From an optimization exercise on the open Yosys and OpenROAD flow, aimed at small area; shortcuts taken in it are not production practice. Function was checked by simulation only, so behaviour that the tests miss may differ from the original. Power and IR drop assume default switching activity.

== TR ==
// MazeRunner
module MazeRunner(clk,RST_n,SS_n,MOSI,MISO,SCLK,PWMR,PWML,
                  DIRR,DIRL,IR_EN,BMPL_n,BMPR_n,buzz,
                  buzz_n,RX,LED);
export LEC_CHECK = 0
export CAP_MARGIN = 20
export CORE_MARGIN = 2
export CORE_UTILIZATION = 65
export CTS_BUF_LIST = sky130_fd_sc_hd__clkbuf_8
export CTS_CLUSTER_DIAMETER = 60
export CTS_CLUSTER_SIZE = 16
export PLACE_DENSITY = 0.75
export SLEW_MARGIN = 20
create_clock -name core_clock -period 10.0 [get_ports {clk}]
standard.sh (not shown) runs the stock make flow with config.mk's settings and CLKGATE_MAP_FILE= SYNTH_SCRIPT=/design/flow/synth_recipe.tcl, a recipe that flattens the netlist after the stock synthesis.
==> flow/flow/run.sh <==
#!/bin/bash
# Own flow: the standard layout, with synthesis mapped for area by ABC
# (no full-adder cell extraction: ABC maps the adders too).
# Synthesis runs first with flow/synth_area.tcl (the standard flow's synthesis script
# with a different ABC script); standard.sh then runs the remaining steps
# from the synthesized netlist.  Each tool's output goes to its own log.
set -euo pipefail
W=$(pwd)
make -C "$FLOW_HOME" DESIGN_CONFIG="$W/config.mk" WORK_HOME="$W/orfs" CLKGATE_MAP_FILE= \
  SYNTH_SCRIPT="$W/flow/synth_area.tcl" ADDER_MAP_FILE= synth > "$W/synth.log" 2>&1
# clock tree: clkbuf_8 leaves over clusters of up to 16 registers, no
# dummy loads
export CTS_ARGS="-sink_clustering_enable -repair_clock_nets -sink_clustering_size 16 -sink_clustering_max_diameter 60 -buf_list sky130_fd_sc_hd__clkbuf_8 -dont_use_dummy_load"
# every port still gets a buffer, the smallest one
export BUFFER_PORTS_ARGS="-buffer_cell sky130_fd_sc_hd__buf_1"
bash "$W/standard.sh" finish > "$W/layout.log" 2>&1
test -s "$W/out/final.def"
==> flow/flow/abc_area.script <==
strash
dc2
dc2
balance
rewrite
refactor
balance
rewrite
rewrite -z
balance
refactor -z
rewrite -z
balance
dch -f
amap
topo
dnsize -c
==> flow/flow/synth_area.tcl <==
# The standard synthesis script (synth_recipe.tcl), with the ABC step
# mapping for area: same passes, same registers; only the combinational
# mapping script differs.
set area_script [file join [file dirname [file normalize [info script]]] abc_area.script]
proc synth {args} { yosys synth -nofsm -noshare {*}$args }
proc abc {args} {
  global area_script
  set i [lsearch $args -script]
  if {$i >= 0} {
    set args [lreplace $args $i [expr {$i + 1}] -script $area_script]
  }
  yosys abc {*}$args
}
source $::env(SCRIPTS_DIR)/synth.tcl
# left out here: clear keep_hierarchy, flatten, clean up, hide names made inside functions, write 1_2_yosys.v
### TR -> PW
--- a/flow/design.v
+++ b/flow/design.v
@@ -59,30 +59,27 @@
     if (!rst_n) begin
       fq <= 10'd68;
       fh <= 5'd28;
     end else if (round_end) begin
       fq <= 10'd68;
       fh <= 5'd28;
     end else if (frame_end) begin
       fq <= 10'd23;
       fh <= fh_inc;
     end else
       fq <= fq_inc;
-  logic sclk_q;
-  always_ff @(posedge clk)
-    sclk_q <= round_end | frame_end | fh[4] | (fq_inc[9] & fq_inc[5]) | fq_inc[4];
   wire conv   = ~fh[4];                   
   wire [2:0] chnnl = fh[3:1];
   wire [4:0] bitf = fq[9:5];              
   assign SS_n = ~(conv & ~fq_hi);
-  assign SCLK = sclk_q;
+  assign SCLK = SS_n | fq[4];
   assign MOSI = ((bitf == 5'd3) & chnnl[2]) | ((bitf == 5'd4) & chnnl[1]) | ((bitf == 5'd5) & chnnl[0]);
   wire u_start  = (fh == 5'd28) && (fq == 10'd68);     
   wire ir_vld   = (fh == 5'd15) && fq_hi && fq[0];        
   wire err_cap  = (fh == 5'd16) && (fq == 10'd30);
   assign err_vld  = (fh == 5'd16) && (fq == 10'd31);
   assign err_vld2 = (fh == 5'd16) && (fq == 10'd32);
   always_ff @(posedge clk, negedge rst_n)
     if (!rst_n)       IR_en <= 1'b0;
     else if (u_start) IR_en <= 1'b1;
     else if (ir_vld)  IR_en <= 1'b0;
   wire smpl = (fq[4:0] == 5'd15);
@@ -364,26 +361,29 @@
   logic [15:0] integrator;
   logic line_1;
   logic [4:0] frwrd_q;           
   logic go_q;
   logic [11:0] pid_q;
   wire [4:0] frwrd_inc;
   rca #(5) iFI(.a(frwrd_q),.b(5'h00),.ci(1'b1),.s(frwrd_inc),.co());
   wire [4:0] frwrd = ~go_q ? 5'd0 :
                      (err_vld2 && !(frwrd_q[4] & frwrd_q[3])) ? frwrd_inc : frwrd_q;
   wire moving = frwrd[4] | frwrd[3] | (frwrd[2] & (frwrd[1] | frwrd[0]));    
   always_ff @(posedge clk, negedge rst_n)
-    if (!rst_n) frwrd_q <= 5'd0;
-    else        frwrd_q <= frwrd;
-  always_ff @(posedge clk)
-    go_q <= go;
+    if (!rst_n) begin
+      frwrd_q <= 5'd0;
+      go_q <= 1'b0;
+    end else begin
+      frwrd_q <= frwrd;
+      go_q <= go;
+    end
   always_ff @(posedge clk)
     line_1 <= line_present;
   always_ff @(posedge clk)
     if (err_vld) begin
       err_current <= err_sat;
       err_prev <= err_current;
     end
   wire [10:0] D_diff_n, D_diff;
   rca #(11) iDD(.a(~err_sat),.b(err_prev),.ci(1'b0),.s(D_diff_n),.co());
   assign D_diff = ~D_diff_n;
   always_ff @(posedge clk) begin
Power of PW falls short of that of TR slightly. Post-synthesis instance total shrinks slightly when moving from TR to PW. In the reports for PW and TR, the larger initial core utilization belongs to TR. Relative to TR, post-synthesis xor/xnor area fraction has increased by 0.17 points in PW. Per the comparison of PW with TR, post-synthesis instance area went down by about 0.75%, transition time at the pin with the least slew margin now sits lower, insertion delay of the later-clocked pin in the worst-skew pair went down. On power per standard cell area, the lower figure sits with PW, not TR. PW vs TR — final net count dropped slightly. Taking TR as the reference, in PW count of state elements after synthesis down 1, area of all sequential standard cells flat. PW reached the final stage; the timing, design-rule and antenna checks on its layout passed. PW has clock share of power below what TR had. NOTE: HPWL after detailed placement in PW falls short of that of TR.
